Background: an optimization exercise with open tools, aiming at small area. Do not read the settings as production practice.
At most, simulation tests tie the RTL to the original design; equivalence was not proved.
No activity file was given, so power comes from the tool's default toggle rates.

## run 1
## p_1d
module p_1d(
	input clk, input rst,
	input [0:7] a_11, input [0:7] b_11,
	input [0:7] a_12, input [0:7] b_12,
	input [0:7] a_21, input [0:7] b_21,
	input [0:7] a_22, input [0:7] b_22,
	output [0:16] c_11,
	output [0:16] c_12,
	output [0:16] c_21,
	output [0:16] c_22
	);
	wire [16:0] t_11, t_12, t_21, t_22;
	reg [0:16] r_11, r_12, r_21, r_22;
	assign c_11 = r_11;
	assign c_12 = r_12;
	assign c_21 = r_21;
	assign c_22 = r_22;
	dotc d_11 (rst, a_11, b_11, a_12, b_21, t_11);
	dotc d_12 (rst, a_11, b_12, a_12, b_22, t_12);
	dotc d_21 (rst, a_21, b_11, a_22, b_21, t_21);
	dotc d_22 (rst, a_21, b_12, a_22, b_22, t_22);
	always @(posedge clk) begin
		r_11 <= t_11;
		r_12 <= t_12;
		r_21 <= t_21;
		r_22 <= t_22;
	end
endmodule
Size: ~1400 cells after synthesis, roughly 68 flip-flops, roughly 130 I/O pins, ~14000 µm² of cells after synthesis.
clock: 7.0 ns
lec_check: 0
cap_margin: 0
core_margin: 2
core_utilization: 85
cts_buf_list: sky130_fd_sc_hd__clkbuf_4 sky130_fd_sc_hd__clkbuf_8
cts_cluster_diameter: 100
cts_cluster_size: 30
gpl_timing_driven: 0
place_density: 0.9
slew_margin: 0
synth_hierarchical: 1
standard.sh (not shown) runs the stock make flow with config.mk's settings and CLKGATE_MAP_FILE= SYNTH_SCRIPT=/design/flow/synth_recipe.tcl, a recipe that flattens the netlist after the stock synthesis.
==> flow/flow/run.sh <==
#!/bin/bash
# Own layout flow: the standard flow (standard.sh, unchanged synthesis)
# with smaller port buffers, a leaner clock tree (no dummy loads) and area
# recovery on paths with slack. The make output goes to flow_standard.log;
# ORFS keeps each step's own log under orfs/logs/.
set -euo pipefail
bash standard.sh \
  "BUFFER_PORTS_ARGS=-buffer_cell sky130_fd_sc_hd__buf_1" \
  "CTS_ARGS=-sink_clustering_enable -repair_clock_nets -sink_clustering_size 30 -sink_clustering_max_diameter 100 -buf_list {sky130_fd_sc_hd__clkbuf_4 sky130_fd_sc_hd__clkbuf_8} -dont_use_dummy_load" \
  RECOVER_POWER=100 REMOVE_ABC_BUFFERS=1 \
  finish > flow_standard.log 2>&1
STATUS run=run 1 STAGES=ALL_DONE FINAL_CHECKS=FAILED CAUSE=negative setup slack
Here is what was changed in the inputs of run 2 compared with run 1.
- removing PLACE_DENSITY (formerly 0.9)
- changing CORE_UTILIZATION from 85 to 75
Notes after the runs:
- FAIL: run 1; every other run in run 1 and run 2 is clean
- | number of tapcells | lower: run 1 |
- Between run 1 and run 2, wire length on met1 is lower for run 1, run 2 comes in above that.
- Maximum frequency (lower): run 1
Function was not checked in any run of this note: the RTL went through the layout flow alone.

---

== the reference run ==
p_1d, a different RTL version from the one above (not shown whole).
Size in the first run: about 1500 cells after synthesis, about 68 flip-flops, ~130 I/O pins, ~0.015 mm² of cells after synthesis.
// p_1d
module p_1d(
	input clk, input rst,
	input [0:7] a_11, input [0:7] b_11,
	input [0:7] a_12, input [0:7] b_12,
	input [0:7] a_21, input [0:7] b_21,
	input [0:7] a_22, input [0:7] b_22,
	output [0:16] c_11,
	output [0:16] c_12,
	output [0:16] c_21,
	output [0:16] c_22
	);
==> flow/config.mk <==
export PLATFORM = sky130hd
export DESIGN_NAME = p_1d
export DESIGN_NICKNAME = p_1d
export VERILOG_FILES = /design/flow/design.v
export SDC_FILE = /design/flow/constraint.sdc
export NUM_CORES = 4
export LEC_CHECK = 0
export CAP_MARGIN = 0
export CORE_MARGIN = 2
export CORE_UTILIZATION = 60
export GPL_TIMING_DRIVEN = 0
export SLEW_MARGIN = 0
export SYNTH_HIERARCHICAL = 1
==> flow/constraint.sdc <==
create_clock -name core_clock -period 7.0 [get_ports {clk}]
set_input_delay 1.4000 -clock core_clock [delete_from_list [all_inputs] [get_ports {clk}]]
set_output_delay 1.4000 -clock core_clock [all_outputs]
set_load 0.01 [all_outputs]
run.sh (not shown) runs the stock make flow with config.mk's settings and CLKGATE_MAP_FILE= SYNTH_SCRIPT=/design/flow/synth_recipe.tcl, a recipe that flattens the netlist after the stock synthesis.
Stock flow here: none of the scripts above is used.
In summary, the reference run completed successfully, with a layout that passed the timing, DRC and antenna checks.
The inputs of the trial run differ from those of the reference run as listed below.
==> flow/config.mk <==
export PLATFORM = sky130hd
export DESIGN_NAME = p_1d
export DESIGN_NICKNAME = p_1d
export VERILOG_FILES = /design/flow/design.v
export SDC_FILE = /design/flow/constraint.sdc
export NUM_CORES = 4
export LEC_CHECK = 0
export CAP_MARGIN = 20
export CORE_MARGIN = 2
export CORE_UTILIZATION = 40
export GPL_TIMING_DRIVEN = 0
export SLEW_MARGIN = 20
export SYNTH_HIERARCHICAL = 1
==> comparison <==
In terms of count of input and output buffers, the reference run and the trial run differ only marginally.
Re largest fanout on the critical path: no difference whatsoever between the trial run and the reference run.
Going from the reference run to the trial run, the die area was enlarged.
Delta (the trial run minus the reference run): total power has increased; worst hold margin went down 17 ps; first-pass GRT wire length increased by 2.9% relative to the old numbers; internal power about even; final area +200 µm².
Between the reference run and the trial run, the top achievable clock speed does not differ in any meaningful way.

==> separate check: timing with driven ports <==
The flow's constraints put no driver on any port. The routed layouts listed below were extracted and timed again, unchanged, in two steps. Step 1, drivers: a clkbuf_16 drives clk and a buf_2 each remaining input, both assumed. Step 2 adds t to the input delays and takes it off the output delays; t is the mean of the earliest and latest rising clock arrival at the registers after step 1. Input paths then give back, and output paths get back, about the clock's delay inside the block. a / b / c = ideal / step 1 / step 2; a / b = the first two.
| run | t (ns) | setup WS [ns] | worst register clock-pin slew, ns |
|---|---|---|---|
| run 1 | 0.400 | -0.017 / -0.006 / -0.407 | 0.08 / 0.08 |
| run 2 | 0.405 | 0.102 / 0.125 / -0.280 | 0.08 / 0.08 |
| the reference run | 0.398 | 0.160 / 0.142 / -0.256 | 0.07 / 0.07 |
| the trial run | 0.420 | 0.161 / 0.134 / -0.286 | 0.07 / 0.07 |
Met with ideal ports but missed after step 2: setup timing in run 2, the reference run and the trial run. For the trial run, which loses most, drivers alone change the setup slack by -0.027 ns; drivers and shift together by -0.447 ns.
